This is an optimization exercise on Yosys and OpenROAD, whose aim is small area, a short achievable clock period and few clock cycles, not a production implementation.
The RTL was checked by simulation tests, not by an equivalence proof against the original design.
Power figures rest on the tool's default switching activity, not on a simulated workload.

==> flow/run.sh <==
#!/bin/bash
# synth_recipe.tcl (not shown) runs the flow's synth.tcl, then flattens the netlist and writes it again
# the make line also repeats each setting of config.mk as NAME=value (left out here)
make -C /OpenROAD-flow-scripts/flow DESIGN_CONFIG=/design/flow/config.mk WORK_HOME=/design/flow/orfs CLKGATE_MAP_FILE= SYNTH_SCRIPT=/design/flow/synth_recipe.tcl finish
==> flow/config.mk <==
export PLATFORM = sky130hd
export DESIGN_NAME = riscv_core
export DESIGN_NICKNAME = riscv_core
export VERILOG_FILES = /design/flow/design.v
export SDC_FILE = /design/flow/constraint.sdc
export NUM_CORES = 4
export LEC_CHECK = 0
export CAP_MARGIN = 40
export CORE_MARGIN = 2
export CORE_UTILIZATION = 40
export SLEW_MARGIN = 20
==> flow/constraint.sdc <==
create_clock -name core_clock -period 20.0 [get_ports {clk}]
set_input_delay 4.0000 -clock core_clock [delete_from_list [all_inputs] [get_ports {clk}]]
set_output_delay 4.0000 -clock core_clock [all_outputs]
set_load 0.01 [all_outputs]
==> flow/design.v <==
module adder #(parameter W=32) (out,in1,in2);
  output [W-1:0] out;
  input [W-1:0] in1,in2;
  assign  out=in1+in2;
endmodule
module alu (out,sum,lt,eq,A,B,f3,sub,uns,arith);
  output reg [31:0] out;
  output [31:0] sum;
  output lt,eq;
  input [31:0] A,B;
  input [2:0] f3;
  input sub,uns,arith;
  wire [31:0] bx=sub?~B:B;
  wire c;
  assign {c,sum}={1'b0,A}+{1'b0,bx}+{32'd0,sub};
  assign lt=uns?~c:((A[31]^B[31])?A[31]:sum[31]);
  assign eq=(A==B);
  wire left=~f3[2];
  reg [31:0] ar,sh;
  integer i;
  always @ ( * ) begin
    for (i=0;i<32;i=i+1) ar[i]=left?A[31-i]:A[i];
  end
  wire [63:0] srx={{32{arith&A[31]}},ar}>>B[4:0];
  always @ ( * ) begin
    for (i=0;i<32;i=i+1) sh[i]=left?srx[31-i]:srx[i];
  end
  always @ ( * ) begin
    case (f3)
      3'd1,3'd5: out=sh;
      3'd2,3'd3: out={31'd0,lt};
      3'd4: out=A^B;
      3'd6: out=A|B;
      3'd7: out=A&B;
      default: out=sum;
    endcase
  end
endmodule
module regr_file (readout1,readout2,rs1,rs2,rd,in,clk,enW);
  output reg [31:0] readout1,readout2;
  input [4:0] rs1,rs2;
  input [4:0] rd;
  input clk,enW;
  input [31:0] in;
  reg [31:0] rx09,rx18,rx19,rx20,rx21,rx22,rx23,rx24,rx25,rx26,rx27;
  always @ ( posedge clk ) begin
    if (enW) begin
      case (rd)
        5'd09: rx09<=in;
        5'd18: rx18<=in;
        5'd19: rx19<=in;
        5'd20: rx20<=in;
        5'd21: rx21<=in;
        5'd22: rx22<=in;
        5'd23: rx23<=in;
        5'd24: rx24<=in;
        5'd25: rx25<=in;
        5'd26: rx26<=in;
        5'd27: rx27<=in;
        default: ;
      endcase
    end
  end
  always @ ( * ) begin
    case (rs1)
      5'd09: readout1=rx09;
      5'd18: readout1=rx18;
      5'd19: readout1=rx19;
      5'd20: readout1=rx20;
      5'd21: readout1=rx21;
      5'd22: readout1=rx22;
      5'd23: readout1=rx23;
      5'd24: readout1=rx24;
      5'd25: readout1=rx25;
      5'd26: readout1=rx26;
      5'd27: readout1=rx27;
      default: readout1=32'd0;
    endcase
    case (rs2)
      5'd09: readout2=rx09;
      5'd18: readout2=rx18;
      5'd19: readout2=rx19;
      5'd20: readout2=rx20;
      5'd21: readout2=rx21;
      5'd22: readout2=rx22;
      5'd23: readout2=rx23;
      5'd24: readout2=rx24;
      5'd25: readout2=rx25;
      5'd26: readout2=rx26;
      5'd27: readout2=rx27;
      default: readout2=32'd0;
    endcase
  end
endmodule
module immediate_gen_unit (out,format,is_store);
  output [31:0] out;
  input [31:0] format;
  input is_store;
  assign out={{20{format[31]}},format[31:25],is_store?format[11:7]:format[24:20]};
endmodule
module controller (op,f3,f7b5,sub,use_imm,uns,arith,is_load,is_store,is_branch,is_jal,is_jalr,is_lui,is_auipc,we);
  input [6:0] op;
  input [2:0] f3;
  input f7b5;
  output sub,use_imm,uns,arith,is_load,is_store,is_branch,is_jal,is_jalr,is_lui,is_auipc,we;
  wire ctl=op[6];                  
  assign is_branch=ctl&~op[2];
  assign is_jal=ctl&op[3];
  assign is_jalr=ctl&op[2]&~op[3];
  wire mem=~ctl&~op[4];            
  assign is_load=mem&~op[5];
  assign is_store=mem&op[5];
  wire upper=~ctl&op[4]&op[2];     
  assign is_lui=upper&op[5];
  assign is_auipc=upper&~op[5];
  wire is_alu=~ctl&op[4]&~op[2];   
  wire rtype=op[5];
  assign use_imm=~(is_alu&rtype)&~is_branch;
  assign sub=is_branch|(is_alu&((f3==3'd0)&rtype&f7b5|(f3[2:1]==2'b01)));
  assign uns=is_branch?f3[1]:f3[0];
  assign arith=f7b5;
  assign we=is_alu|upper|is_jal|is_jalr;
endmodule
module datapath (imem_addr,imem_rdata,dmem_addr,dmem_wdata,dmem_wstrb,dmem_rdata,initialize,start,clk,rst);
  output [31:0] imem_addr;
  input [31:0] imem_rdata;
  output [31:0] dmem_addr;
  output reg [31:0] dmem_wdata;
  output reg [3:0] dmem_wstrb;
  input [31:0] dmem_rdata;
  input [31:0] initialize;
  input start,clk,rst;
  reg [11:2] fpc;           
  reg d_valid;              
  reg [31:0] ir;            
  reg x_valid;
  wire [11:2] xpc=fpc-10'd2;  
  assign imem_addr={20'd0,fpc,2'b00};
  wire [6:0] op=ir[6:0];
  wire [2:0] f3=ir[14:12];
  wire [4:0] rd=ir[11:7];
  wire sub,use_imm,uns,arith,is_load,is_store,is_branch,is_jal,is_jalr,is_lui,is_auipc,we;
  controller CTRL (op,f3,ir[30],sub,use_imm,uns,arith,is_load,is_store,is_branch,is_jal,is_jalr,is_lui,is_auipc,we);
  wire [31:0] rs1v,rs2v,immdout;
  reg ld_p1,ld_p2;
  reg [4:0] ld_rd;
  reg [2:0] ld_f3;
  reg [1:0] ld_a;
  reg [31:0] loadval;
  wire [31:0] exres,wdata_rf;
  wire rf_we=ld_p2|(x_valid&we);
  wire [4:0] rf_wa=ld_p2?ld_rd:rd;
  immediate_gen_unit IGU (immdout,ir,is_store);
  regr_file RGF (rs1v,rs2v,ir[19:15],ir[24:20],rf_wa,wdata_rf,clk,rf_we);
  wire [31:0] aluout,sum;
  wire lt,eq;
  alu ALU (aluout,sum,lt,eq,rs1v,use_imm?immdout:rs2v,f3,sub,uns,arith);
  wire [12:2] link=xpc+10'd1;
  reg [31:0] res;
  always @ ( * ) begin
    if (is_lui) res={ir[31:12],12'd0};
    else if (is_auipc) res={ir[31:12],xpc,2'b00};
    else if (is_jal|is_jalr) res={19'd0,link,2'b00};
    else res=aluout;
  end
  assign exres=res;
  assign wdata_rf=ld_p2?loadval:exres;
  wire taken=f3[2]?(lt^f3[0]):(eq^f3[0]);
  wire [11:2] btarget;
  adder #(10) pcjump (btarget,xpc,is_jal?{ir[20],ir[30:22]}:{ir[7],ir[30:25],ir[11:9]});
  wire redirect=x_valid&(is_jal|is_jalr|is_load|(is_branch&taken));
  reg [11:2] target;
  always @ ( * ) begin
    if (is_jalr) target=sum[11:2];
    else if (is_load) target=link[11:2];
    else target=btarget;
  end
  always @ ( posedge clk ) begin
    if (rst) begin
      fpc<=initialize[11:2];
      d_valid<=1'b0;
      x_valid<=1'b0;
    end else begin
      if (redirect) fpc<=target;
      else if (start) fpc<=fpc+10'd1;
      d_valid<=start&~redirect;
      x_valid<=d_valid&~redirect;
    end
    ir<=imem_rdata;
  end
  reg [11:0] maddr;
  assign dmem_addr={20'd0,maddr};
  always @ ( posedge clk ) begin
    maddr<=sum[11:0];
    case (f3[1:0])
      2'd0: dmem_wdata<={4{rs2v[7:0]}};
      2'd1: dmem_wdata<={2{rs2v[15:0]}};
      default: dmem_wdata<=rs2v;
    endcase
    if (rst|~(x_valid&is_store)) dmem_wstrb<=4'b0000;
    else case (f3[1:0])
      2'd0: dmem_wstrb<=4'b0001<<sum[1:0];
      2'd1: dmem_wstrb<=sum[1]?4'b1100:4'b0011;
      default: dmem_wstrb<=4'b1111;
    endcase
    if (rst) begin
      ld_p1<=1'b0;
      ld_p2<=1'b0;
    end else begin
      ld_p1<=x_valid&is_load;
      ld_p2<=ld_p1;
    end
    if (x_valid) begin
      ld_rd<=rd;
      ld_f3<=f3;
      ld_a<=sum[1:0];
    end
  end
  always @ ( * ) begin
    case ({ld_f3[1:0],ld_a})
      4'b0000: loadval={{24{dmem_rdata[7]&~ld_f3[2]}},dmem_rdata[7:0]};
      4'b0001: loadval={{24{dmem_rdata[15]&~ld_f3[2]}},dmem_rdata[15:8]};
      4'b0010: loadval={{24{dmem_rdata[23]&~ld_f3[2]}},dmem_rdata[23:16]};
      4'b0011: loadval={{24{dmem_rdata[31]&~ld_f3[2]}},dmem_rdata[31:24]};
      4'b0100,4'b0101: loadval={{16{dmem_rdata[15]&~ld_f3[2]}},dmem_rdata[15:0]};
      4'b0110,4'b0111: loadval={{16{dmem_rdata[31]&~ld_f3[2]}},dmem_rdata[31:16]};
      default: loadval=dmem_rdata;
    endcase
  end
endmodule
module riscv_core (clk,rst,start,initialize,imem_addr,imem_rdata,dmem_addr,dmem_wdata,dmem_wstrb,dmem_rdata);
  input clk,rst,start;
  input [31:0] initialize;
  output [31:0] imem_addr;
  input [31:0] imem_rdata;
  output [31:0] dmem_addr;
  output [31:0] dmem_wdata;
  output [3:0] dmem_wstrb;
  input [31:0] dmem_rdata;
  datapath DP (imem_addr,imem_rdata,dmem_addr,dmem_wdata,dmem_wstrb,dmem_rdata,initialize,start,clk,rst);
endmodule
==> results.txt, run 1 <==
status timing/DRC/antenna clean; initial drt markers ~3.7k; worst skew pair latency about 0.64 ns; slowest cell delay on critical path 0.75 ns; filler instances approximately 6.6k; Final setup viols 0; row cnt 97; Area growth syn-to-layout 14.6%; Syn Inst Count around 2.7k; clock root cell clkbuf_16; CTS clk-pin slew, worst paths 0.06 ns; worst-path maximum fanout 39; relative slew slack a little under 30%; CTS buffer count 50; # Max-Cap Violations 0; Setup CP Type flop to flop; post-synthesis cell type count about 100; Starting Density about 40%; Synth top area share 39.7%; #FFs+latches synth between 400 and 500; final worst setup slack roughly 11 ns; crit share post-route about 44%; Crit path top cell by count buf_4; core area about 70000 µm²; DIE WIDTH ~270 µm; FF-to-FF Start DP.ir[21]; first-pass GRT wire length 176 mm; leading area contributor after synthesis edfxtp_1; routed vias 25.2k; die area 72600 µm²; unrepaired setup endpoints after global routing false; Wirelength per Cell about 33 µm; postcts setup bufs 0; initial antenna violation count 4; All-Layer GR Usage 33.4%; pre-CTS setup slack 11.47 ns; Period minus WS final around 8.8 ns; Slowest cell on crit path o21ai_0; Worst Setup End Kind flop; startpoint types flop; simple-gate area share of the yosys netlist a little over an eighth; syn avg cell area about 10 µm²; Post-Synth Adder-Cell Area roughly 5%; Worst Tran Pin Value around 1.1 ns; CP startpoint DP.ir[21]; hold buffer count at CTS 0; routed vias/inst 6.59; Compound-Gate Fraction of Synth Area between 20% and 30%; final hold violations 0; XOR/XNOR Fraction of Synth Area between 2 and 3%; Netlist Area Pre-Place approximately 28000 µm²; largest net degree at the start of global routing 64; Port Buffers approximately 130; largest family of logic cells by synthesized area compound AO/OA/AOI/OAI gates; FFs w/ async S/R, synth 0%; clk buf depth 3; register area between 10000 and 15000 µm²; Post-synth EDFFs around 370; Worst Path Arrival 9.06 ns; Yosys warnings 3; CTS-repair resized insts 0; Antenna Violating Nets Remaining 0; GRT overflow 0; Setup TNS 0 ns; ranking of synthesized cells by area edfxtp_1 (40%), dfxtp_1 (5.8%), a22oi_1 (5.2%), ha_1 (4.8%), mux2i_1 (3.2%); clk_skew ~0.038 ns; P per Cell Area ~84 nW/µm²; Critical Path, Cell by Cell buf_4, or3b_1, nor3b_4, buf_4, a22o_1, o41ai_2, nand2_2, inv_2, xnor2_1, inv_1, fa_1, nor2b_1, o21ai_0, a21oi_1, o21ai_0, a31oi_1, a221oi_1, o31a_1, nand3_1, o21ai_1, xor2_1, a31oi_1, buf_4, nand2b_1; peak supply drop slightly below 0.00009 V; Die H approximately 270 µm; Sink Count 454; DRC viols 0; register area share after synthesis between 40 and 50%; H-tree depth 2; Worst Hold Launch DP.ld_p1; CTS tree yes; Worst Hold Class flop to flop; DRT Wirelength approximately 130 mm; CP required 20.25 ns; area taken by multi-input logic gates 14000 µm²; fin nets roughly 3.0k; Placer Congestion roughly 1.0; vias in the first global route approximately 24k; first-pass detailed-route iteration total 7; highest clock rate approximately 110 MHz; CP delay by family, top compound AO/OA/AOI/OAI gates; mux cell area share after synthesis 6.47%; post-DP HPWL a little under 90 mm; Leakage 11.8 nW; I/O pins between 150 and 200; fin. max-slew vios 0; ys flop type edfxtp_1; Worst Path Buf+Inv 5; share of cells above drive strength 1 10.1%
worst reg2reg max path: stages, from the launching register on:
cell      delay (ns)
dfxtp_2         0.31
buf_4           0.68
or3b_1          0.54
nor3b_4         0.07
buf_4           0.36
a22o_1          0.35
o41ai_2         0.72
nand2_2         0.50
inv_2           0.60
xnor2_1         0.17
inv_1           0.11
fa_1            0.21
nor2b_1         0.06
o21ai_0         0.29
a21oi_1         0.20
o21ai_0         0.75
a31oi_1         0.33
a221oi_1        0.39
o31a_1          0.18
nand3_1         0.41
o21ai_1         0.31
xor2_1          0.17
a31oi_1         0.10
buf_4           0.23
nand2b_1        0.41
layout by cell type (no fill, tap or decap), drive strengths merged, types with 82 or more instances in the layout:
master / synthesis / layout
clkdlybuf4s50: 0 / 132
nor2: 155 / 155
ha: 109 / 109
edfxtp: 372 / 372
a21oi: 162 / 162
and3: 97 / 97
mux2i: 91 / 91
dfxtp: 82 / 82
buf: 123 / 106
nand2: 204 / 204
a22oi: 196 / 196
o21ai: 165 / 165
inv: 123 / 129
cell type report:
cell class                 count  area share, %
timing repair buffer         238           6.52
antenna                        2         0.0155
clock inverter                28           1.12
clock buffer                  64           4.04
tap                          940           3.64
sequential                   454           39.7
inverter                     125           1.45
multi-input combinational   1964           43.5
logic make-up (layout without fill, tap and decap cells):
| kind of cell | count (synthesis) | count (layout) |
|---|---|---|
| adders and majority gates | 111 | 111 |
| buffers and inverters | 360 | 455 |
| muxes | 136 | 136 |
| xor gates and xnor gates | 89 | 89 |
| DFF | 454 | 454 |
| other | 1 | 44 |
| AOI/OAI and AO/OA | 867 | 867 |
| and+or+nand+nor | 719 | 719 |
report_power, final:
group / internal, mW / switching [mW] / total [mW]
Clock: 0.535 / 0.402 / 0.936
Combinational: 0.236 / 0.450 / 0.686
Sequential: 1.07 / 0.0246 / 1.09
Total: 1.84 / 0.877 / 2.72
routing by layer:
metal	GRT usage (%)	part of all wire, %	up-vias
met4	19.3	6.5	4
met2	50.4	44	1775
li1	-	-	10700
met5	0	0.014	-
met3	9.24	12	394
met1	42.9	38	12300
synthesized netlist by cell type, types with 19 or more instances:
cell,count
and2_1,19
mux4_2,23
edfxtp_1,372
a211oi_1,25
a221oi_1,52
a22oi_1,195
nor2b_1,21
nand3_1,62
o22ai_1,30
nor3_1,29
buf_1,24
dfxtp_1,82
a21o_1,41
buf_2,45
mux2i_1,89
xor2_1,23
o21ai_0,161
ha_1,109
xnor2_1,65
and3_1,97
buf_4,48
nor2_1,154
and4_1,30
o211ai_1,20
nand4_1,22
nand2_1,202
a2111oi_0,26
clkbuf_1,112
a21oi_1,162
inv_1,118
metrics by stage:
| step | instances | area, µm² | util [%] | hold WS, ns | power, mW |
|---|---|---|---|---|---|
| after global routing | 3813 | 32300 | 46.2 | 0.461 | 2.80 |
| after CTS | 3811 | 32300 | 46.1 | 0.440 | 2.71 |
| final | 3815 | 32300 | 46.2 | 0.434 | 2.72 |
| after global placement | 3704 | 30500 | 43.6 | 0.419 | 1.77 |
| after detailed placement | 3719 | 30600 | 43.8 | 0.419 | 1.77 |
| after floorplan | 2778 | 28300 | - | 0.406 | 1.49 |
state kept, by name (all words and copies together) (netlist names), 32 cells and up:
signal         count
DP.RGF.rx09       32
DP.RGF.rx18       32
DP.RGF.rx19       32
DP.RGF.rx20       32
DP.RGF.rx21       32
DP.RGF.rx22       32
DP.RGF.rx23       32
DP.RGF.rx24       32
DP.RGF.rx25       32
DP.RGF.rx26       32
DP.RGF.rx27       32
DP.dmem_wdata     32
final timing paths:
kind | to | slack (ns) | cells past startpoint
max | DP.fpc[5] | 11.19 | 24
min | DP.ld_p2 | 0.43 | 1
max reg2reg | DP.fpc[5] | 11.19 | 24
min reg2reg | DP.ld_p2 | 0.43 | 1
Testbench counts, summed over its fixed seeds: cycles 17,537.
==> run 2: changes to the inputs <==
--- a/flow/design.v
+++ b/flow/design.v
@@ -135,5 +135,6 @@
   reg [31:0] ir;            
   reg x_valid;
-  wire [11:2] xpc=fpc-10'd2;  
+  reg ld_p1,ld_p2;          
+  wire [11:2] xpc=fpc-{8'd0,~ld_p1,ld_p1};
   assign imem_addr={20'd0,fpc,2'b00};
   wire [6:0] op=ir[6:0];
@@ -143,11 +144,15 @@
   controller CTRL (op,f3,ir[30],sub,use_imm,uns,arith,is_load,is_store,is_branch,is_jal,is_jalr,is_lui,is_auipc,we);
   wire [31:0] rs1v,rs2v,immdout;
-  reg ld_p1,ld_p2;
-  reg [4:0] ld_rd;
+  reg [4:0] ld1_rd,ld_rd;
+  reg [2:0] ld1_f3;
+  reg [1:0] ld1_a;
   reg [2:0] ld_f3;
   reg [1:0] ld_a;
   reg [31:0] loadval;
   wire [31:0] exres,wdata_rf;
-  wire rf_we=ld_p2|(x_valid&we);
+  wire replay=x_valid&ld_p1&((ir[19:15]==ld1_rd)|(ir[24:20]==ld1_rd)|(ir[11:7]==ld1_rd));
+  wire ex_ok=x_valid&~replay;
+  wire ex_load=ex_ok&is_load;
+  wire rf_we=ld_p2|(ex_ok&we);
   wire [4:0] rf_wa=ld_p2?ld_rd:rd;
   immediate_gen_unit IGU (immdout,ir,is_store);
@@ -169,9 +174,9 @@
   wire [11:2] btarget;
   adder #(10) pcjump (btarget,xpc,is_jal?{ir[20],ir[30:22]}:{ir[7],ir[30:25],ir[11:9]});
-  wire redirect=x_valid&(is_jal|is_jalr|is_load|(is_branch&taken));
+  wire redirect=replay|(ex_ok&(is_jal|is_jalr|(is_branch&taken)));
   reg [11:2] target;
   always @ ( * ) begin
-    if (is_jalr) target=sum[11:2];
-    else if (is_load) target=link[11:2];
+    if (replay) target=xpc;
+    else if (is_jalr) target=sum[11:2];
     else target=btarget;
   end
@@ -183,7 +188,7 @@
     end else begin
       if (redirect) fpc<=target;
-      else if (start) fpc<=fpc+10'd1;
+      else if (start&~ex_load) fpc<=fpc+10'd1;
       d_valid<=start&~redirect;
-      x_valid<=d_valid&~redirect;
+      x_valid<=d_valid&~redirect&~ld_p1;
     end
     ir<=imem_rdata;
@@ -198,5 +203,5 @@
       default: dmem_wdata<=rs2v;
     endcase
-    if (rst|~(x_valid&is_store)) dmem_wstrb<=4'b0000;
+    if (rst|~(ex_ok&is_store)) dmem_wstrb<=4'b0000;
     else case (f3[1:0])
       2'd0: dmem_wstrb<=4'b0001<<sum[1:0];
@@ -208,12 +213,13 @@
       ld_p2<=1'b0;
     end else begin
-      ld_p1<=x_valid&is_load;
+      ld_p1<=ex_load;
       ld_p2<=ld_p1;
     end
-    if (x_valid) begin
-      ld_rd<=rd;
-      ld_f3<=f3;
-      ld_a<=sum[1:0];
-    end
+    ld1_rd<=rd;
+    ld1_f3<=f3;
+    ld1_a<=sum[1:0];
+    ld_rd<=ld1_rd;
+    ld_f3<=ld1_f3;
+    ld_a<=ld1_a;
   end
   always @ ( * ) begin
==> run 2 against run 1 <==
Effect of this change: total power up 3.0%; combinational power up 8.7%; clock skew up 0.0045 ns; final area up 4.0%; routed wire length up 8.9%; critical endpoint is now DP.fpc[10]; clock-buffer cell count unchanged; critical path depth down 1; register-to-register slack better by 0.75 ns; clock power about the same; largest power group unchanged; synthesized cell count up 8.7%; utilization up 0.54 points; sequential share of layout area down 1.3 points.
==> results.txt, run 2 <==
status timing/DRC/antenna clean; most numerous cell in the Yosys netlist edfxtp_1; FF-to-FF Start DP.ir[23]; Placer Congestion around 1; Worst Hold Launch DP.ld1_f3[0]; relative slew slack around a third; DRC viols 0; Slowest cell on crit path dfxtp_1; Syn Inst Count 2976; Port Buffers between 100 and 150; post-synthesis cell type count ~110; die area around 75000 µm²; r2r worst-path depth 23; ys flop type edfxtp_1; CP required a little over 20 ns; Starting Density around 41%; unrepaired setup endpoints after global routing false; worst-path maximum fanout 30; Netlist Area Pre-Place a little under 30000 µm²; H-tree depth 2; Layout Cells excl Fill 4079; row cnt 98; Finished Core Util between 40% and 50%; Leakage approximately 13 nW; Sink Count about 460; All-Layer GR Usage between 30% and 40%; fin nets about 3.3k; Yosys warnings 3; clk_skew 0.0426 ns; Worst Path Buf+Inv 5; Synth top area share between 30% and 40%; #FFs+latches synth ~460; Final setup viols 0; Wirelength per Cell 33.5 µm; initial antenna violation count 4; highest clock rate about 120 MHz; Hold WS between 0.3 and 0.4 ns; ranking of synthesized cells by area edfxtp_1 (37%), dfxtp_1 (6.9%), ha_1 (4.6%), a22oi_1 (3.7%), and3_1 (3.2%); Setup TNS 0 ns; filler instances around 6.8k; Worst Path Arrival around 8.4 ns; CTS clk-pin slew, worst paths roughly 0.060 ns; final worst setup slack around 12 ns; Post-synth EDFFs 362; most frequent cells after synthesis edfxtp_1 (362), nand2_1 (215), nor2_1 (188); crit share post-route 40.3%; first-pass detailed-route iteration total 9; hold buffer count at CTS 0; CTS buffer count just under 50; area taken by multi-input logic gates ~15000 µm²; postcts setup bufs 0; Period minus WS final 8.06 ns; Crit path top cell by count buf_4; Area growth syn-to-layout 15.2%; I/O pins a little under 200; fin area ~34000 µm²; hold-critical path endpoint DP.ld_f3[0]; # Max-Cap Violations 0; routed vias 27.7k; post-DP HPWL roughly 94 mm; clock root cell clkbuf_16; most frequent cells in the layout edfxtp_1 (362), nand2_1 (215), a21oi_1 (178); worst skew pair latency just over 0.6 ns; fin. max-slew vios 0; DRT Wirelength 137 mm; startpoint types flop; share of cells above drive strength 1 10.9%; vias in the first global route between 20k and 30k; Hold Crit Depth 0; r2r endpoint DP.fpc[10]; final hold violations 0; initial drt markers about 3.9k; Worst Tran Pin Value 0.967 ns; Setup CP Type flop to flop; CP delay by family, top simple AND/OR/NAND/NOR gates; DIE WIDTH approximately 270 µm; dpl cells slightly below 4k; P per Cell Area approximately 83 nW/µm²; Critical Path, Cell by Cell or3b_1, nor3b_4, buf_4, a222oi_1, nand3_1, buf_4, a21o_1, buf_4, inv_1, buf_4, xnor2_1, ha_1, and3_1, o21ai_0, a21oi_1, o31a_1, or3_1, a41oi_1, mux2i_1, nand4_2, and2_4, or2_2, a211o_1; most common cell after layout, fill and taps aside edfxtp_1; Antenna Violating Nets Remaining 0; slowest cell delay on critical path 0.74 ns; core area slightly above 70000 µm²; power consumption about 2.8 mW; Die H about 270 µm; register area around 13000 µm²; Worst Setup End Kind flop; Worst Hold Class flop to flop; CTS tree yes; peak supply drop 0.0000762 V; register area share after synthesis between 40% and 50%; Reg2Reg Setup Slack 11.94 ns; pre-CTS setup slack between 10 and 15 ns; post-place instance area between 30000 and 40000 µm²; CTS-repair resized insts 0; FFs w/ async S/R, synth 0%; leading area contributor after synthesis edfxtp_1; GRT overflow 0; routed vias/inst roughly 6.8; clk buf depth 3; syn avg cell area ~9.8 µm²; largest net degree at the start of global routing 58; first-pass GRT wire length 191 mm
==> run 2: worst max-delay path by stage <==
| stage | start | endpoint | slack [ns] | depth (start not counted) |
|---|---|---|---|---|
| final | DP.ir[23] | DP.fpc[10] | 11.94 | 23 |
| after floorplan | dmem_rdata[15] | DP.RGF.rx09[29] | 13.87 | 9 |
| after global placement | DP.ir[24] | DP.fpc[10] | 11.55 | 21 |
| after detailed placement | DP.ir[24] | DP.fpc[10] | 11.82 | 21 |
| after global routing | DP.ir[22] | DP.fpc[10] | 11.76 | 21 |
| after CTS | DP.ir[24] | DP.fpc[10] | 11.80 | 21 |
==> run 2: routing by layer <==
| layer | up-vias | global-route usage, % | routed length, µm |
|---|---|---|---|
| met4 | 8 | 19.6 | 9250 |
| met3 | 504 | 9.55 | 17100 |
| met5 | - | 0.770 | 111 |
| met1 | 13500 | 46.0 | 52000 |
| met2 | 2126 | 53.5 | 58100 |
| li1 | 11600 | - | - |
==> run 2: area by class of cell <==
cell class                 count  area share [%]
sequential                   462            38.4
antenna                        5          0.0373
clock buffer                  64            4.29
timing repair buffer         271            7.26
multi-input combinational   2173            44.4
clock inverter                27           0.693
inverter                     127            1.42
tap                          950            3.54
==> run 2: cell families after synthesis <==
logic type | count (synthesis) | share of synthesized area, %
compound gates | 915 | 22.2
other cells | 1 | 0.0129
flops | 462 | 44.2
xor+xnor | 98 | 2.95
simple gates | 912 | 16.2
fa+ha+maj | 111 | 4.84
mux | 95 | 3.79
buf+inv | 382 | 5.83
==> run 2: power breakdown <==
part | leakage, nW | total, mW | internal [mW] | switching, mW
Combinational | 7.98 | 0.746 | 0.249 | 0.497
Clock | 0.819 | 0.937 | 0.538 | 0.399
Sequential | 4.15 | 1.11 | 1.09 | 0.0285
==> run 2: worst reg2reg max path: stages, from the launching register on <==
cell and delay [ns]:
dfxtp_1 0.74, or3b_1 0.55, nor3b_4 0.22, buf_4 0.52, a222oi_1 0.22, nand3_1 0.13, buf_4 0.20, a21o_1 0.14
buf_4 0.29, inv_1 0.18, buf_4 0.22, xnor2_1 0.40, ha_1 0.36, and3_1 0.20, o21ai_0 0.16, a21oi_1 0.21
o31a_1 0.35, or3_1 0.45, a41oi_1 0.51, mux2i_1 0.37, nand4_2 0.26, and2_4 0.31, or2_2 0.30, a211o_1 0.46
Testbench counts of run 2, summed over its fixed seeds: cycles 16,523.
==> run 3: changes to the inputs <==
--- a/flow/design.v
+++ b/flow/design.v
@@ -11,8 +11,6 @@
   input [2:0] f3;
   input sub,uns,arith;
-  wire [31:0] bx=sub?~B:B;
-  wire c;
-  assign {c,sum}={1'b0,A}+{1'b0,bx}+{32'd0,sub};
-  assign lt=uns?~c:((A[31]^B[31])?A[31]:sum[31]);
+  assign sum=sub?A-B:A+B;
+  assign lt=uns?(A<B):($signed(A)<$signed(B));
   assign eq=(A==B);
   wire left=~f3[2];
@@ -37,25 +35,26 @@
   end
 endmodule
-module regr_file (readout1,readout2,rs1,rs2,rd,in,clk,enW);
+module regr_file (readout1,readout2,sel1,sel2,rd,in,clk,enW);
   output reg [31:0] readout1,readout2;
-  input [4:0] rs1,rs2;
+  input [10:0] sel1,sel2;
   input [4:0] rd;
   input clk,enW;
   input [31:0] in;
-  reg [31:0] rx09,rx18,rx19,rx20,rx21,rx22,rx23,rx24,rx25,rx26,rx27;
+  reg [31:0] rx [0:10];
+  integer k;
   always @ ( posedge clk ) begin
     if (enW) begin
       case (rd)
-        5'd09: rx09<=in;
-        5'd18: rx18<=in;
-        5'd19: rx19<=in;
-        5'd20: rx20<=in;
-        5'd21: rx21<=in;
-        5'd22: rx22<=in;
-        5'd23: rx23<=in;
-        5'd24: rx24<=in;
-        5'd25: rx25<=in;
-        5'd26: rx26<=in;
-        5'd27: rx27<=in;
+        5'd09: rx[0]<=in;
+        5'd18: rx[1]<=in;
+        5'd19: rx[2]<=in;
+        5'd20: rx[3]<=in;
+        5'd21: rx[4]<=in;
+        5'd22: rx[5]<=in;
+        5'd23: rx[6]<=in;
+        5'd24: rx[7]<=in;
+        5'd25: rx[8]<=in;
+        5'd26: rx[9]<=in;
+        5'd27: rx[10]<=in;
         default: ;
       endcase
@@ -63,33 +62,20 @@
   end
   always @ ( * ) begin
-    case (rs1)
-      5'd09: readout1=rx09;
-      5'd18: readout1=rx18;
-      5'd19: readout1=rx19;
-      5'd20: readout1=rx20;
-      5'd21: readout1=rx21;
-      5'd22: readout1=rx22;
-      5'd23: readout1=rx23;
-      5'd24: readout1=rx24;
-      5'd25: readout1=rx25;
-      5'd26: readout1=rx26;
-      5'd27: readout1=rx27;
-      default: readout1=32'd0;
-    endcase
-    case (rs2)
-      5'd09: readout2=rx09;
-      5'd18: readout2=rx18;
-      5'd19: readout2=rx19;
-      5'd20: readout2=rx20;
-      5'd21: readout2=rx21;
-      5'd22: readout2=rx22;
-      5'd23: readout2=rx23;
-      5'd24: readout2=rx24;
-      5'd25: readout2=rx25;
-      5'd26: readout2=rx26;
-      5'd27: readout2=rx27;
-      default: readout2=32'd0;
-    endcase
-  end
+    readout1=32'd0;
+    readout2=32'd0;
+    for (k=0;k<11;k=k+1) begin
+      readout1=readout1|({32{sel1[k]}}&rx[k]);
+      readout2=readout2|({32{sel2[k]}}&rx[k]);
+    end
+  end
+endmodule
+module regr_sel (sel,r);
+  output [10:0] sel;
+  input [4:0] r;
+  assign sel[0]=(r==5'd9);
+  genvar i;
+  generate for (i=1;i<11;i=i+1) begin : g
+    assign sel[i]=(r==5'd17+i);
+  end endgenerate
 endmodule
 module immediate_gen_unit (out,format,is_store);
@@ -117,5 +103,5 @@
   wire rtype=op[5];
   assign use_imm=~(is_alu&rtype)&~is_branch;
-  assign sub=is_branch|(is_alu&((f3==3'd0)&rtype&f7b5|(f3[2:1]==2'b01)));
+  assign sub=is_alu&rtype&f7b5;
   assign uns=is_branch?f3[1]:f3[0];
   assign arith=f7b5;
@@ -157,5 +143,9 @@
   wire [4:0] rf_wa=ld_p2?ld_rd:rd;
   immediate_gen_unit IGU (immdout,ir,is_store);
-  regr_file RGF (rs1v,rs2v,ir[19:15],ir[24:20],rf_wa,wdata_rf,clk,rf_we);
+  wire [10:0] nsel1,nsel2;
+  reg [10:0] sel1,sel2;
+  regr_sel RS1 (nsel1,imem_rdata[19:15]);
+  regr_sel RS2 (nsel2,imem_rdata[24:20]);
+  regr_file RGF (rs1v,rs2v,sel1,sel2,rf_wa,wdata_rf,clk,rf_we);
   wire [31:0] aluout,sum;
   wire lt,eq;
@@ -188,9 +178,11 @@
     end else begin
       if (redirect) fpc<=target;
-      else if (start&~ex_load) fpc<=fpc+10'd1;
+      else fpc<=fpc+{9'd0,start&~ex_load};
       d_valid<=start&~redirect;
       x_valid<=d_valid&~redirect&~ld_p1;
     end
     ir<=imem_rdata;
+    sel1<=nsel1;
+    sel2<=nsel2;
   end
   reg [11:0] maddr;
==> flow/flow/run.sh (new file) <==
#!/bin/bash
# The standard layout, with the resizer's setup repair asked to leave
# 13 ns of slack at the design's 20 ns clock (it stops when it can do no
# better), so that the achieved period is shorter. The SDC is unchanged.
set -euo pipefail
bash standard.sh SETUP_SLACK_MARGIN=13 finish > standard_flow.log 2>&1
==> flow/standard.sh (new file) <==
#!/bin/bash
# synth_recipe.tcl (not shown) runs the flow's synth.tcl, then flattens the netlist and writes it again
# the make line also repeats each setting of config.mk as NAME=value (left out here)
make -C /OpenROAD-flow-scripts/flow DESIGN_CONFIG=/design/flow/config.mk WORK_HOME=/design/flow/orfs CLKGATE_MAP_FILE= SYNTH_SCRIPT=/design/flow/synth_recipe.tcl "${@:-finish}"
removed: flow/run.sh
==> run 3 against run 2 <==
Effect of this change: largest cell class unchanged; critical path depth shrank 6; via count down 3.0%; sequential power up 4%; synthesized area fell by 1.0%; final area fell by 1.6%; highest routed layer is now met4; critical path type unchanged; die area is 1.0% lower; still clean; clock power increased by 4.3%; largest power group unchanged.
==> results.txt, run 3 <==
fin. max-slew vios 0; Period minus WS final about 6.7 ns; clk_skew between 0.04 and 0.05 ns; status timing/DRC/antenna clean; sw frac 31.8%; Starting Density about two fifths; CP required ~20 ns; # Max-Cap Violations 0; crit share post-route roughly a third; DRT Wirelength about 130 mm; Port Buffers roughly 130; Worst Tran Pin Value 0.940 ns; Wirelength per Cell roughly 32 µm; register with the highest flop count DP.RGF.rx; post-synthesis cell type count 97; Finished Core Util between 40% and 50%; I/O pins 199; r2r worst-path depth 17; fin area roughly 33000 µm²; largest registers DP.RGF.rx (352), DP.dmem_wdata (32), DP.ir (30); Netlist Area Pre-Place 28800 µm²; die area roughly 74000 µm²; routed vias approximately 27k; vias in the first global route 25.4k; peak supply drop around 0.000085 V; Worst Hold Class flop to flop; clock share of power 34.6%; Antenna Violating Nets Remaining 0; CTS clk-pin slew, worst paths around 0.06 ns; leading area contributor after synthesis edfxtp_1; relative slew slack between 30% and 40%; most common cell after layout, fill and taps aside edfxtp_1; most frequent cells in the layout edfxtp_1 (352), a21oi_1 (227), nor2_1 (226); final hold violations 0; first-pass detailed-route iteration total 8; register area share after synthesis between 40% and 50%; Worst Hold Launch DP.ld1_f3[0]; DIE WIDTH roughly 270 µm; Hold Crit Depth 0; post-place instance area around 31000 µm²; Final setup viols 0; row cnt 98; worst-path maximum fanout 43; postcts setup bufs 0; routed vias/inst 6.67; P per Cell Area roughly 86 nW/µm²; Worst Setup End Kind flop; unrepaired setup endpoints after global routing false; Worst Path Arrival 7.05 ns; Reg2Reg Setup Slack about 13 ns; GRT overflow 0; Die H between 200 and 300 µm; FF-to-FF Start DP.ir[5]; Setup CP Type flop to flop; most frequent cells after synthesis edfxtp_1 (352), nor2_1 (231), a21oi_1 (228); r2r endpoint DP.RGF.rx[1][16]; first-pass GRT wire length around 180 mm; post-DP HPWL 90.0 mm; Post-synth EDFFs ~350; fin nets about 3.2k; hold buffer count at CTS 0; Leakage ~12 nW; H-tree depth 2; share of cells above drive strength 1 around 8.9%; Psw 898 µW; CTS buffer count 51; CTS-repair resized insts 0; Area growth syn-to-layout 14.6%; largest net degree at the start of global routing between 50 and 60; All-Layer GR Usage 34.0%; ys flop type edfxtp_1; initial drt markers about 3.8k; Synth top area share 36.7%; Sequential Power Share between 40% and 50%; Yosys warnings 4; startpoint types flop; FFs w/ async S/R, synth 0%; Hold WS roughly 0.33 ns; Logic pwr share between 20% and 30%; clk buf depth 3; Sink Count between 400 and 500; Int Pwr 1.93 mW; most numerous cell in the Yosys netlist edfxtp_1; initial antenna violation count 1; ranking of synthesized cells by area edfxtp_1 (37%), dfxtp_1 (9.2%), ha_1 (4.8%), a22oi_1 (4.0%), a21oi_1 (4.0%); #FFs+latches synth about 480; Setup TNS 0 ns; power consumption roughly 2.8 mW; number of flip-flops under the largest register name ~350; Placer Congestion just over 1; Syn Inst Count approximately 3.0k; CTS tree yes; core area 71500 µm²; worst skew pair latency approximately 0.64 ns; DRC viols 0; hold-critical path endpoint DP.ld_f3[0]; clock root cell clkbuf_16; Antenna diodes 0; syn avg cell area around 10 µm²; highest clock rate 150 MHz
run 3: cell types whose count changed after synthesis, sizes merged, moves of 29 or more:
cell	delta
and3	-116
or2	+29
a21oi	+47
dfxtp	+32
nor2	+40
buf	-47
a221oi	+47
inv	+44
clkbuf	+34
a222oi	+31
a22o	+40
nand3	-61
run 3: layout make-up:
type	count	area (µm²)
tap	950	1190
clock inverter	17	253
fill	6700	38500
sequential	484	13200
inverter	173	658
clock buffer	78	1490
timing repair buffer	233	2090
multi-input combinational	2093	14100
run 3: critical path: stages, from the launching register on:
cell and delay [ns]:
dfxtp_1 0.66, or3b_1 0.53, a221o_1 0.39, o41ai_4 0.06, buf_4 0.52, inv_2 0.32, ha_1 0.41, o311a_1 0.41
o41ai_1 0.54, a2111oi_0 0.33, nor3_1 0.31, a21oi_1 0.15, o41ai_2 0.44, o21ai_0 0.18, xnor2_1 0.17, o211ai_1 0.51
a21oi_1 0.17, buf_4 0.25
run 3: kinds of logic (layout without fill, tap and decap cells):
| family | count (synthesis) | count (layout) | share of synthesized area (%) |
|---|---|---|---|
| adders and majority gates | 114 | 114 | 5.05 |
| and+or+nand+nor | 743 | 743 | 12.1 |
| xor gates and xnor gates | 72 | 72 | 2.19 |
| buffers and inverters | 415 | 501 | 6.12 |
| other | 1 | 42 | 0.0130 |
| muxes | 92 | 92 | 3.38 |
| DFF | 484 | 484 | 45.8 |
| AOI/OAI and AO/OA | 1030 | 1030 | 25.3 |
run 3: how the worst max path moves through the flow:
stage,depth (start not counted),slack [ns],startpoint,endpoint
CTS,16,13.23,DP.ir[5],DP.RGF.rx[6][16]
global route,17,13.05,DP.ir[5],DP.RGF.rx[3][16]
finish,17,13.32,DP.ir[5],DP.RGF.rx[1][16]
floorplan,7,13.99,dmem_rdata[23],DP.RGF.rx[0][31]
detailed placement,8,13.03,dmem_rdata[31],DP.RGF.rx[10][23]
global placement,9,12.75,dmem_rdata[31],DP.RGF.rx[10][25]
run 3: power groups by stage:
stage | Clock (mW) | Sequential (mW) | Combinational [mW]
6_report | 0.977 | 1.15 | 0.702
5_1_grt | 1.03 | 1.15 | 0.738
4_1_cts | 0.989 | 1.15 | 0.677
3_5_place_dp | 0 | 1.17 | 0.674
3_3_place_gp | 0 | 1.17 | 0.664
2_1_floorplan | 0 | 1.17 | 0.394
run 3: layer usage:
metal / GRT usage, % / vias to the layer above / share of wire [%]
li1: - / 11400 / -
met1: 43.4 / 13100 / 38
met2: 51.9 / 1932 / 44
met3: 8.80 / 431 / 12
met4: 19.9 / 0 / 6.7
met5: 0 / - / 0
run 3: per-stage QoR:
stage	setup slack [ns]	cells
6_report	13.32	4028
5_1_grt	13.05	4028
3_3_place_gp	12.75	3917
4_1_cts	13.23	4025
2_1_floorplan	13.99	2992
3_5_place_dp	13.03	3930
Testbench counts of run 3, summed over its fixed seeds: cycles 16,523.
==> run 4: changes to the inputs <==
--- a/flow/design.v
+++ b/flow/design.v
@@ -4,15 +4,14 @@
   assign  out=in1+in2;
 endmodule
-module alu (out,sum,lt,eq,A,B,f3,sub,uns,arith);
-  output reg [31:0] out;
+module alu (out,sum,lt,eq,A,B,rsel,sub,uns,arith,left);
+  output [31:0] out;
   output [31:0] sum;
   output lt,eq;
   input [31:0] A,B;
-  input [2:0] f3;
-  input sub,uns,arith;
+  input [5:0] rsel;
+  input sub,uns,arith,left;
   assign sum=sub?A-B:A+B;
   assign lt=uns?(A<B):($signed(A)<$signed(B));
   assign eq=(A==B);
-  wire left=~f3[2];
   reg [31:0] ar,sh;
   integer i;
@@ -24,14 +23,6 @@
     for (i=0;i<32;i=i+1) sh[i]=left?srx[31-i]:srx[i];
   end
-  always @ ( * ) begin
-    case (f3)
-      3'd1,3'd5: out=sh;
-      3'd2,3'd3: out={31'd0,lt};
-      3'd4: out=A^B;
-      3'd6: out=A|B;
-      3'd7: out=A&B;
-      default: out=sum;
-    endcase
-  end
+  assign out=({32{rsel[0]}}&sum)|({32{rsel[1]}}&sh)|{31'd0,rsel[2]&lt}|
+    ({32{rsel[3]}}&(A^B))|({32{rsel[4]}}&(A|B))|({32{rsel[5]}}&(A&B));
 endmodule
 module regr_file (readout1,readout2,sel1,sel2,rd,in,clk,enW);
@@ -85,9 +76,10 @@
   assign out={{20{format[31]}},format[31:25],is_store?format[11:7]:format[24:20]};
 endmodule
-module controller (op,f3,f7b5,sub,use_imm,uns,arith,is_load,is_store,is_branch,is_jal,is_jalr,is_lui,is_auipc,we);
+module controller (op,f3,f7b5,sub,use_imm,uns,is_load,is_store,is_branch,is_jal,is_jalr,we,rsel);
   input [6:0] op;
   input [2:0] f3;
   input f7b5;
-  output sub,use_imm,uns,arith,is_load,is_store,is_branch,is_jal,is_jalr,is_lui,is_auipc,we;
+  output sub,use_imm,uns,is_load,is_store,is_branch,is_jal,is_jalr,we;
+  output [8:0] rsel;
   wire ctl=op[6];                  
   assign is_branch=ctl&~op[2];
@@ -98,6 +90,4 @@
   assign is_store=mem&op[5];
   wire upper=~ctl&op[4]&op[2];     
-  assign is_lui=upper&op[5];
-  assign is_auipc=upper&~op[5];
   wire is_alu=~ctl&op[4]&~op[2];   
   wire rtype=op[5];
@@ -105,6 +95,14 @@
   assign sub=is_alu&rtype&f7b5;
   assign uns=is_branch?f3[1]:f3[0];
-  assign arith=f7b5;
   assign we=is_alu|upper|is_jal|is_jalr;
+  assign rsel[0]=is_alu&(f3==3'd0);
+  assign rsel[1]=is_alu&(f3[1:0]==2'b01);
+  assign rsel[2]=is_alu&(f3[2:1]==2'b01);
+  assign rsel[3]=is_alu&(f3==3'd4);
+  assign rsel[4]=is_alu&(f3==3'd6);
+  assign rsel[5]=is_alu&(f3==3'd7);
+  assign rsel[6]=upper&op[5];
+  assign rsel[7]=upper&~op[5];
+  assign rsel[8]=is_jal|is_jalr;
 endmodule
 module datapath (imem_addr,imem_rdata,dmem_addr,dmem_wdata,dmem_wstrb,dmem_rdata,initialize,start,clk,rst);
@@ -127,6 +125,9 @@
   wire [2:0] f3=ir[14:12];
   wire [4:0] rd=ir[11:7];
-  wire sub,use_imm,uns,arith,is_load,is_store,is_branch,is_jal,is_jalr,is_lui,is_auipc,we;
-  controller CTRL (op,f3,ir[30],sub,use_imm,uns,arith,is_load,is_store,is_branch,is_jal,is_jalr,is_lui,is_auipc,we);
+  wire n_sub,n_use_imm,n_uns,n_is_load,n_is_store,n_is_branch,n_is_jal,n_is_jalr,n_we;
+  wire [8:0] n_rsel;
+  controller CTRL (imem_rdata[6:0],imem_rdata[14:12],imem_rdata[30],n_sub,n_use_imm,n_uns,n_is_load,n_is_store,n_is_branch,n_is_jal,n_is_jalr,n_we,n_rsel);
+  reg sub,use_imm,uns,is_load,is_store,is_branch,is_jal,is_jalr,we;
+  reg [8:0] rsel;
   wire [31:0] rs1v,rs2v,immdout;
   reg [4:0] ld1_rd,ld_rd;
@@ -150,14 +151,8 @@
   wire [31:0] aluout,sum;
   wire lt,eq;
-  alu ALU (aluout,sum,lt,eq,rs1v,use_imm?immdout:rs2v,f3,sub,uns,arith);
+  alu ALU (aluout,sum,lt,eq,rs1v,use_imm?immdout:rs2v,rsel[5:0],sub,uns,ir[30],~f3[2]);
   wire [12:2] link=xpc+10'd1;
-  reg [31:0] res;
-  always @ ( * ) begin
-    if (is_lui) res={ir[31:12],12'd0};
-    else if (is_auipc) res={ir[31:12],xpc,2'b00};
-    else if (is_jal|is_jalr) res={19'd0,link,2'b00};
-    else res=aluout;
-  end
-  assign exres=res;
+  assign exres=aluout|({32{rsel[6]}}&{ir[31:12],12'd0})|({32{rsel[7]}}&{ir[31:12],xpc,2'b00})|
+    ({32{rsel[8]}}&{19'd0,link,2'b00});
   assign wdata_rf=ld_p2?loadval:exres;
   wire taken=f3[2]?(lt^f3[0]):(eq^f3[0]);
@@ -183,4 +178,6 @@
     end
     ir<=imem_rdata;
+    {sub,use_imm,uns,is_load,is_store,is_branch,is_jal,is_jalr,we,rsel}<=
+      {n_sub,n_use_imm,n_uns,n_is_load,n_is_store,n_is_branch,n_is_jal,n_is_jalr,n_we,n_rsel};
     sel1<=nsel1;
     sel2<=nsel2;
==> flow/flow/run.sh (replaced) <==
#!/bin/bash
# The standard layout, with the resizer's setup repair asked to leave
# 14 ns of slack at the design's 20 ns clock (it stops when it can do no
# better), so that the achieved period is shorter. The SDC is unchanged.
set -euo pipefail
bash standard.sh SETUP_SLACK_MARGIN=14 finish > standard_flow.log 2>&1
==> run 4 against run 3 <==
Effect of this change: first-iteration DRC count up 1.5%; cell count down 2.0%; largest cell class unchanged; hold slack worse by 0.0024 ns; critical path type is now input pin to flop.
==> results.txt, run 4 <==
status timing/DRC/antenna clean; clock root cell clkbuf_16; most frequent cells after synthesis edfxtp_1 (352), nand2_1 (203), a22oi_1 (171); # Max-Cap Violations 0; Worst Hold Class flop to flop; Starting Density approximately two fifths; GRT overflow 0; CTS clk-pin slew, worst paths approximately 0.06 ns; H-tree depth 2; clk_skew around 0.024 ns; most common cell after layout, fill and taps aside edfxtp_1; relative slew slack about a quarter; Period minus WS final around 6 ns; Netlist Area Pre-Place 28800 µm²; Worst Tran Pin Value between 1 and 1.5 ns; die area about 74000 µm²; DIE WIDTH ~270 µm; vias in the first global route 24.7k; register with the highest flop count DP.RGF.rx; row cnt 98; Sequential Power Share a little over two fifths; Setup CP Type input pin to flop; fin. max-slew vios 0; routed vias approximately 26k; Worst Path Arrival 6.36 ns; first-pass GRT wire length 179 mm; Worst Setup End Kind flop; Synth top area share between 30% and 40%; Logic pwr share 23.9%; Yosys warnings 4; peak supply drop 0.0000864 V; leading area contributor after synthesis edfxtp_1; Int Pwr 1.89 mW; Syn Inst Count around 2.8k; Leakage ~12 nW; number of flip-flops under the largest register name 352; Antenna Violating Nets Remaining 0; Placer Congestion roughly 1.1; startpoint types input pin; Final setup viols 0; fin nets approximately 3.2k; largest registers DP.RGF.rx (352), DP.dmem_wdata (32), DP.ir (25); Top Usage Layer GRT met2; clk buf depth 3; first-pass detailed-route iteration total 12; CTS tree yes; worst-path maximum fanout 12; sw frac roughly a third; FFs w/ async S/R, synth 0%; I/O pins ~200; power consumption approximately 2.8 mW; Post-synth EDFFs 352; highest clock rate around 170 MHz; crit share post-route 30.2%; unrepaired setup endpoints after global routing true; Die H about 270 µm; CP required 20.33 ns; largest net degree at the start of global routing 74; #FFs+latches synth ~500; Sink Count 497; syn avg cell area between 10 and 15 µm²; share of cells above drive strength 1 roughly 11%; initial antenna violation count 9; worst skew pair latency slightly above 0.6 ns; Finished Core Util a little under half; CTS buffer count 51; ys flop type edfxtp_1; final hold violations 0; GR Util met3 8.03%; post-DP HPWL approximately 90 mm; Wirelength per Cell about 33 µm; filler instances ~6.7k; routed vias/inst approximately 6.6; Setup TNS 0 ns; Psw around 870 µW; initial drt markers 3888; All-Layer GR Usage about 34%; met2 usage in global routing 51.8%; DRT Wirelength around 130 mm; P per Cell Area between 80 and 90 nW/µm²; most numerous cell in the Yosys netlist edfxtp_1; ranking of synthesized cells by area edfxtp_1 (37%), dfxtp_1 (10%), ha_1 (4.8%), a22oi_1 (4.5%), mux2i_1 (2.9%); routing usage on met1 between 40% and 50%; clock share of power between 30 and 40%; most frequent cells in the layout edfxtp_1 (352), nand2_1 (202), a22oi_1 (170); register area share after synthesis a little under half; Port Buffers ~130; Area growth syn-to-layout 15.7%; post-synthesis cell type count 89; core area just over 70000 µm²; DRC viols 0
-- run 4: routing by layer --
metal / vias up / routed length (µm) / share of wire (%)
met5: - / 13 / 0.010
met3: 442 / 14400 / 11
met1: 12800 / 49000 / 38
met2: 1865 / 56600 / 44
li1: 11100 / - / -
met4: 2 / 9450 / 7.3
-- run 4: layout make-up --
class | count | area, µm² | share of cell area (%)
diodes | 1 | 2.50 | 0.00752
clock buffers | 68 | 1430 | 4.31
clock inverters | 26 | 211 | 0.636
inverters | 161 | 616 | 1.85
multi-input cells | 1984 | 14000 | 42.2
flip-flops and latches | 497 | 13500 | 40.5
well taps | 950 | 1190 | 3.57
repair buffers | 257 | 2290 | 6.87
repair inverters | 2 | 10.0 | 0.0301
-- run 4: through the flow --
step | hold slack (ns) | setup WS (ns) | instances | instance area, µm²
2_1_floorplan | 0.310 | 14.10 | 2867 | 28900
3_3_place_gp | 0.311 | 12.59 | 3800 | 31000
3_5_place_dp | 0.312 | 12.95 | 3831 | 31300
4_1_cts | 0.325 | 14.00 | 3926 | 33000
5_1_grt | 0.337 | 13.99 | 3945 | 33300
6_report | 0.325 | 13.97 | 3946 | 33300
-- run 4: power groups by stage --
stage               clock [mW]  sequential (mW)  combinational (mW)
detailed placement           0             1.18               0.624
global route             0.993             1.16               0.689
global placement             0             1.18               0.614
CTS                      0.951             1.16               0.630
floorplan                    0             1.18               0.366
finish                   0.941             1.16               0.660
-- run 4: final timing paths --
| kind | startpoint | end | slack [ns] | depth (start not counted) |
|---|---|---|---|---|
| max reg2reg | DP.sel2[0] | DP.RGF.rx[10][30] | 13.97 | 18 |
| max | dmem_rdata[7] | DP.RGF.rx[9][18] | 13.97 | 10 |
| min reg2reg | DP.ld1_f3[2] | DP.ld_f3[2] | 0.32 | 0 |
| min | DP.ld1_f3[2] | DP.ld_f3[2] | 0.32 | 0 |
-- run 4: critical path, cell delays in order --
cell             delay, ns
clkdlybuf4s50_1       0.54
mux2i_1               0.09
nor2_1                0.12
a31oi_1               0.07
a211o_1               0.32
a211o_4               0.38
nand2_4               0.15
buf_4                 0.13
a21oi_1               0.06
a31oi_4               0.48
-- run 4: timing repair --
| item | 4_1_cts | 5_1_grt |
|---|---|---|
| hold buffers | 0 | 0 |
| buffers inserted | 1 | 9 |
| pin swaps | 2 | 4 |
| gates resized for setup | 18 | 23 |
| endpoints found under the setup margin | 211 | 164 |
| cloned | 0 | 5 |
-- run 4: cell families after synthesis --
family | share of synthesized area, %
and+or+nand+nor | 11.6
muxes | 3.95
xor gates and xnor gates | 2.25
DFF | 46.9
other | 0.0130
AOI/OAI and AO/OA | 24.5
adders and majority gates | 5.07
buffers and inverters | 5.79
Testbench counts of run 4, summed over its fixed seeds: cycles 16,523.
==> run 5: changes to the inputs <==
==> flow/flow/run.sh (replaced) <==
#!/bin/bash
# The standard layout (standard.sh) with two changes to how it is made; the
# SDC and the design's clock period are unchanged:
# - the resizer's setup repair is asked to leave 14 ns of slack at the
#   20 ns clock (it stops when it gets there), so the achieved period is
#   shorter;
# - every input and output port still gets a buffer, but a buf_1 instead
#   of the default delay-buffer cell (the resizer resizes it if needed).
set -euo pipefail
bash standard.sh SETUP_SLACK_MARGIN=14 "BUFFER_PORTS_ARGS=-buffer_cell sky130_fd_sc_hd__buf_1" finish > standard_flow.log 2>&1
--- a/flow/config.mk
+++ b/flow/config.mk
@@ -8,4 +8,6 @@
 export CAP_MARGIN = 40
 export CORE_MARGIN = 2
-export CORE_UTILIZATION = 40
+export CORE_UTILIZATION = 60
+export CTS_BUF_LIST = sky130_fd_sc_hd__clkbuf_8
+export CTS_CLUSTER_SIZE = 20
 export SLEW_MARGIN = 20
==> run 5 against run 4 <==
Effect of this change: non-clock buffer count down 21; total power down 5.8%; global-route usage up 14 points; synthesized area unchanged; final area down 5.3%; sequential power about the same; clock power down 12%; flip-flop and latch count unchanged; critical path type is now flop to flop.
==> results.txt, run 5 <==
slowest cell delay on critical path about 0.52 ns; core area between 40000 and 50000 µm²; routed vias approximately 27k; Die H roughly 220 µm; Worst Path Buf+Inv 2; Slowest cell on crit path or3b_2; vias in the first global route approximately 25k; worst skew pair latency between 0.7 and 0.8 ns; Sequential Power Share between 40% and 50%; Hold WS between 0.3 and 0.4 ns; post-place instance area around 30000 µm²; Period minus WS final 5.93 ns; routed vias/inst between 7 and 8; worst-path maximum fanout 32; CTS tree yes; Logic pwr share between 20% and 30%; Setup TNS 0 ns; die area a little under 50000 µm²; CP required between 20 and 25 ns; peak supply drop roughly 0.00011 V; status timing/DRC/antenna clean; Psw between 800 and 900 µW; P per Cell Area 82.5 nW/µm²; register area share after synthesis between 40% and 50%; Setup CP Type flop to flop; initial antenna violation count 6; GRT overflow 0; CTS buffer count between 70 and 80; fin. max-slew vios 0; highest clock rate about 170 MHz; largest net degree at the start of global routing 56; Wirelength per Cell around 33 µm; pre-CTS setup slack between 10 and 15 ns; startpoint types flop; I/O pins 199; DRT Wirelength about 120 mm; CP delay by family, top compound AO/OA/AOI/OAI gates; Sink Count between 400 and 500; clk buf depth 3; Area growth syn-to-layout 9.63%; Worst Hold Class flop to flop; DRC viols 0; first-pass detailed-route iteration total 10; fin area around 32000 µm²; Yosys warnings 4; largest registers DP.RGF.rx (352), DP.dmem_wdata (32), DP.ir (25); final hold violations 0; Synth top area share 36.8%; first-pass GRT wire length 169 mm; most numerous cell in the Yosys netlist edfxtp_1; CTS clk-pin slew, worst paths about 0.070 ns; # Max-Cap Violations 0; #FFs+latches synth ~500; Port Buffers roughly 130; post-synthesis cell type count ~90; post-DP HPWL around 81 mm; Critical Path, Cell by Cell buf_4, a22o_1, a221oi_1, nand3_1, mux2_2, ha_1, or3b_2, nor3b_1, a21oi_1, a31oi_2, a41oi_2, o2111ai_2, nand2_1, a211oi_1, mux2_2, a21oi_1, buf_4; most frequent cells after synthesis edfxtp_1 (352), nand2_1 (203), a22oi_1 (171); register with the highest flop count DP.RGF.rx; All-Layer GR Usage a little under half; Worst Path Arrival about 6.5 ns; Worst Tran Pin Value ~1.1 ns; crit share post-route 29.7%; unrepaired setup endpoints after global routing false; ys flop type edfxtp_1; H-tree depth 3; most common cell after layout, fill and taps aside edfxtp_1; Leakage between 10 and 15 nW; fin nets ~3.2k; Starting Density 60.5%; Worst Setup End Kind flop; row cnt 80; Netlist Area Pre-Place between 20000 and 30000 µm²; hold buffer count at CTS 0; clock share of power 32.0%; clock root cell clkbuf_8; Antenna Violating Nets Remaining 0; Int Pwr approximately 1.7 mW; share of cells above drive strength 1 roughly a tenth; FFs w/ async S/R, synth 0%; relative slew slack between 20% and 30%; clk_skew just under 0.07 ns; leading area contributor after synthesis edfxtp_1; most frequent cells in the layout edfxtp_1 (352), nand2_1 (202), inv_1 (182); Placer Congestion around 1.1; sw frac about 33%; syn avg cell area 10.2 µm²; initial drt markers about 4.8k; number of flip-flops under the largest register name around 350; DIE WIDTH about 220 µm; Post-synth EDFFs around 350; Syn Inst Count roughly 2.8k; power consumption between 2 and 3 mW; Final setup viols 0; ranking of synthesized cells by area edfxtp_1 (37%), dfxtp_1 (10%), ha_1 (4.8%), a22oi_1 (4.5%), mux2i_1 (2.9%); final worst setup slack approximately 14 ns
==> run 5: cell counts after synthesis <==
Identical to the previous run, type by type.
==> run 5: what timing repair did <==
action | CTS | global route
buffers inserted | 2 | 9
pin swaps | 1 | 5
gates resized for setup | 9 | 6
endpoints found under the setup margin | 88 | 81
==> run 5: final cells by class <==
| class | instances | area [µm²] |
|---|---|---|
| fill | 3766 | 16000 |
| multi-input combinational | 1983 | 13900 |
| sequential | 497 | 13500 |
| timing repair buffer | 236 | 1280 |
| clock buffer | 85 | 1170 |
| tap | 615 | 769 |
| inverter | 161 | 608 |
| clock inverter | 50 | 307 |
| antenna | 2 | 5.00 |
==> run 5: routing by layer <==
layer  share of wire (%)  GRT usage (%)
met5               0.063              0
met4                 9.0           32.9
met1                  34           60.7
met2                  41           67.5
met3                  16           14.9
==> run 5: per-stage QoR <==
stage | cells | utilization, %
CTS | 3611 | 65.9
finish | 3629 | 66.3
detailed placement | 3474 | 62.7
floorplan | 2867 | -
global placement | 3448 | 62.3
global route | 3627 | 66.3
==> run 5: cells by family after synthesis <==
kind of cell             count (synthesis)  share of synthesized area (%)
flip-flops                             497                           46.9
AO/OA/AOI/OAI                          958                           24.5
buffers and inverters                  387                           5.79
XOR/XNOR                                74                           2.25
multiplexers                           110                           3.95
other                                    1                         0.0130
AND/OR/NAND/NOR                        685                           11.6
adder cells (fa/ha/maj)                114                           5.07
==> run 5: worst paths after layout <==
kind                from          endpoint  cells after the start  slack (ns)
min reg2reg  DP.ld1_a[0]        DP.ld_a[0]                      0        0.33
max reg2reg   DP.sel2[4]  DP.RGF.rx[2][27]                     17       14.07
max           DP.sel2[4]  DP.RGF.rx[2][27]                     17       14.07
min          DP.ld1_a[0]        DP.ld_a[0]                      0        0.33
==> run 5: power groups by stage <==
| stage | combinational (mW) | clock (mW) | sequential [mW] |
|---|---|---|---|
| after floorplan | 0.366 | 0 | 1.18 |
| after global placement | 0.552 | 0 | 1.18 |
| after detailed placement | 0.563 | 0 | 1.18 |
| after CTS | 0.567 | 0.830 | 1.16 |
| after global routing | 0.632 | 0.872 | 1.16 |
| final | 0.609 | 0.831 | 1.16 |
==> run 6: changes to the inputs <==
==> flow/flow/run.sh (replaced) <==
#!/bin/bash
# The standard layout (standard.sh) with two changes to how it is made; the
# SDC and the design's clock period are unchanged:
# - the resizer's setup repair is asked to leave 14.5 ns of slack at the
#   20 ns clock (it stops when it gets there), so the achieved period is
#   shorter;
# - every input and output port still gets a buffer, but a buf_1 instead
#   of the default delay-buffer cell (the resizer resizes it if needed).
set -euo pipefail
bash standard.sh SETUP_SLACK_MARGIN=14.5 "BUFFER_PORTS_ARGS=-buffer_cell sky130_fd_sc_hd__buf_1" finish > standard_flow.log 2>&1
==> run 6 against run 5 <==
Effect of this change: still clean; setup slack better by 0.46 ns; critical path depth is 8 lower; combinational power is 3% higher; largest cell class unchanged; die area stayed put; critical endpoint is now DP.RGF.rx[10][17]; final area is 1.5% higher; highest routed layer unchanged; global-route usage hardly changed; critical path type is now input pin to flop.
==> results.txt, run 6 <==
Crit path top cell by count a211o_1; Worst Path Buf+Inv 1; CP required 20.37 ns; GRT overflow 0; final hold violations 0; routed vias ~27k; CTS tree yes; unrepaired setup endpoints after global routing false; I/O pins 199; routed vias/inst roughly 7.4; most frequent cells in the layout edfxtp_1 (352), nand2_1 (202), inv_1 (173); share of cells above drive strength 1 around 12%; Critical Path End DP.RGF.rx[10][17]; All-Layer GR Usage between 40% and 50%; r2r endpoint DP.RGF.rx[10][30]; # Max-Cap Violations 0; first-pass detailed-route iteration total 12; Period minus WS final roughly 5.5 ns; P per Cell Area roughly 82 nW/µm²; Placer Congestion just over 1; row cnt 80; CTS buffer count 75; register area share after synthesis between 40 and 50%; Worst Tran Pin Value roughly 0.99 ns; syn avg cell area between 10 and 15 µm²; register with the highest flop count DP.RGF.rx; largest registers DP.RGF.rx (352), DP.dmem_wdata (32), DP.ir (25); FFs w/ async S/R, synth 0%; worst skew pair latency 0.72 ns; number of flip-flops under the largest register name around 350; Sink Count between 400 and 500; filler instances 3583; most numerous cell in the Yosys netlist edfxtp_1; clock root cell clkbuf_8; initial antenna violation count 4; worst-path maximum fanout 16; first-pass GRT wire length around 170 mm; Worst Path Arrival around 6 ns; DRC viols 0; fin. max-slew vios 0; DRT Wirelength 120 mm; initial drt markers between 4k and 5k; Worst path depth 9; CP startpoint dmem_rdata[15]; Yosys warnings 4; Wirelength per Cell around 33 µm; Antenna Violating Nets Remaining 0; slowest cell delay on critical path around 0.66 ns; relative slew slack 34.0%; Die H approximately 220 µm; Worst Setup End Kind flop; vias in the first global route 25.3k; ys flop type edfxtp_1; Area growth syn-to-layout 11.2%; peak supply drop 0.0000933 V; highest clock rate between 150 and 200 MHz; Final setup viols 0; crit share post-route between 20% and 30%; Leakage around 12 nW; CTS clk-pin slew, worst paths roughly 0.060 ns; clk buf depth 3; FF-to-FF Start DP.sel2[2]; Netlist Area Pre-Place ~29000 µm²; Setup CP Type input pin to flop; Syn Inst Count 2826; CP delay by family, top compound AO/OA/AOI/OAI gates; H-tree depth 3; Critical Path, Cell by Cell buf_1, mux2i_1, nor2_1, a31oi_1, a211o_1, a211o_1, nand2_4, a21oi_1, a31oi_4; fin nets approximately 3.2k; DIE WIDTH 223 µm; Reg2Reg Setup Slack ~15 ns; Port Buffers 132; most frequent cells after synthesis edfxtp_1 (352), nand2_1 (203), a22oi_1 (171); most common cell after layout, fill and taps aside edfxtp_1; startpoint types input pin; #FFs+latches synth between 400 and 500; Setup TNS 0 ns; Post-synth EDFFs 352; core area about 48000 µm²; post-DP HPWL between 80 and 90 mm; largest net degree at the start of global routing 52; status timing/DRC/antenna clean; ranking of synthesized cells by area edfxtp_1 (37%), dfxtp_1 (10%), ha_1 (4.8%), a22oi_1 (4.5%), mux2i_1 (2.9%); r2r worst-path depth 18; power consumption around 2.6 mW; Synth top area share between 30% and 40%; leading area contributor after synthesis edfxtp_1; Starting Density 60.5%; die area between 40000 and 50000 µm²; Slowest cell on crit path a21oi_1; post-synthesis cell type count between 80 and 90; clk_skew 0.0747 ns; Worst Hold Class flop to flop
[run 6: how the worst min path moves through the flow]
stage,start,endpoint,slack [ns],depth (start not counted)
final,DP.ld1_f3[0],DP.ld_f3[0],0.33,0
after floorplan,DP.ld1_f3[0],DP.ld_f3[0],0.31,0
after CTS,DP.ld1_f3[0],DP.ld_f3[0],0.33,0
after detailed placement,DP.ld1_f3[2],DP.ld_f3[2],0.31,0
after global placement,DP.ld1_f3[2],DP.ld_f3[2],0.31,0
after global routing,DP.ld1_f3[1],DP.ld_f3[1],0.33,0
[run 6: routing by layer]
layer  track usage [%]  share of wire, %  vias up
li1                  -                 -    11100
met1              60.7                35    12600
met2              66.5                41     2506
met3              16.0                16      600
met4              33.1               8.4        6
met5                 0             0.033        -
[run 6: stage by stage]
| step | setup WS (ns) | std cells | hold slack, ns | utilization (%) | cell area (µm²) |
|---|---|---|---|---|---|
| after detailed placement | 13.59 | 3462 | 0.314 | 62.8 | 29800 |
| after floorplan | 14.30 | 2867 | 0.310 | - | 29000 |
| after CTS | 14.45 | 3604 | 0.328 | 66.4 | 31600 |
| after global routing | 14.51 | 3627 | 0.333 | 67.2 | 32000 |
| final | 14.53 | 3631 | 0.327 | 67.3 | 32000 |
| after global placement | 13.54 | 3445 | 0.311 | 62.5 | 29700 |
[run 6: cell type report]
| cell class | instances | area, µm² | area share (%) |
|---|---|---|---|
| flip-flops and latches | 497 | 13500 | 42.1 |
| multi-input cells | 1983 | 14200 | 44.5 |
| clock inverters | 48 | 324 | 1.01 |
| inverters | 161 | 616 | 1.92 |
| diodes | 4 | 10.0 | 0.0313 |
| repair inverters | 2 | 10.0 | 0.0313 |
| clock buffers | 84 | 1160 | 3.62 |
| well taps | 615 | 769 | 2.41 |
| repair buffers | 237 | 1390 | 4.35 |
[run 6: power by group]
part,internal (mW),switching [mW]
clock network,0.428,0.408
logic,0.197,0.429
registers,1.14,0.0212
total,1.76,0.858
[run 6: repair_timing]
item                       4_1_cts  5_1_grt
cloned                           2        0
setup buffers                    8       16
hold buffers                     0        0
gates resized for setup         27       30
pin swaps                        6       14
setup endpoints to repair      286      253
[run 6: kinds of logic after synthesis]
| logic type | Yosys count | share of synthesized area [%] |
|---|---|---|
| AO/OA/AOI/OAI | 958 | 24.5 |
| AND/OR/NAND/NOR | 685 | 11.6 |
| flip-flops | 497 | 46.9 |
| buffers and inverters | 387 | 5.79 |
| adder cells (fa/ha/maj) | 114 | 5.07 |
| multiplexers | 110 | 3.95 |
| XOR/XNOR | 74 | 2.25 |
| other | 1 | 0.0130 |

==> static timing again, ports no longer ideal <==
No port has a modelled driver above. Below, the same layouts with a new extraction and two added sets of constraints. Step 1 sets driving cells, clkbuf_16 on the clock port and buf_2 on the other inputs (assumed; they add their load-dependent delay and slew). Step 2 moves the port delays by t, midway between the first and last clock arrival at a register: inputs arrive t later, outputs are due t later. That takes back most of the time a late clock gives input paths. Slacks: ideal / step 1 / step 2; pairs: ideal / step 1.
| run | shift t [ns] | slack for setup (ns) | worst hold slack (ns) |
|---|---|---|---|
| run 1 | 0.682 | 11.192 / 11.192 / 11.192 | 0.434 / 0.434 / 0.434 |
| run 2 | 0.667 | 11.937 / 11.937 / 11.937 | 0.328 / 0.328 / 0.328 |
| run 3 | 0.692 | 13.315 / 13.315 / 12.873 | 0.327 / 0.327 / 0.327 |
| run 4 | 0.666 | 13.966 / 13.970 / 13.335 | 0.325 / 0.325 / 0.325 |
| run 5 | 0.761 | 14.070 / 14.070 / 13.416 | 0.332 / 0.332 / 0.332 |
| run 6 | 0.746 | 14.531 / 14.539 / 13.822 | 0.327 / 0.327 / 0.327 |
After both steps setup and hold are still met in every run listed. The setup slack of run 6, which loses most, moves by +0.008 ns with the drivers and by -0.709 ns with both steps.
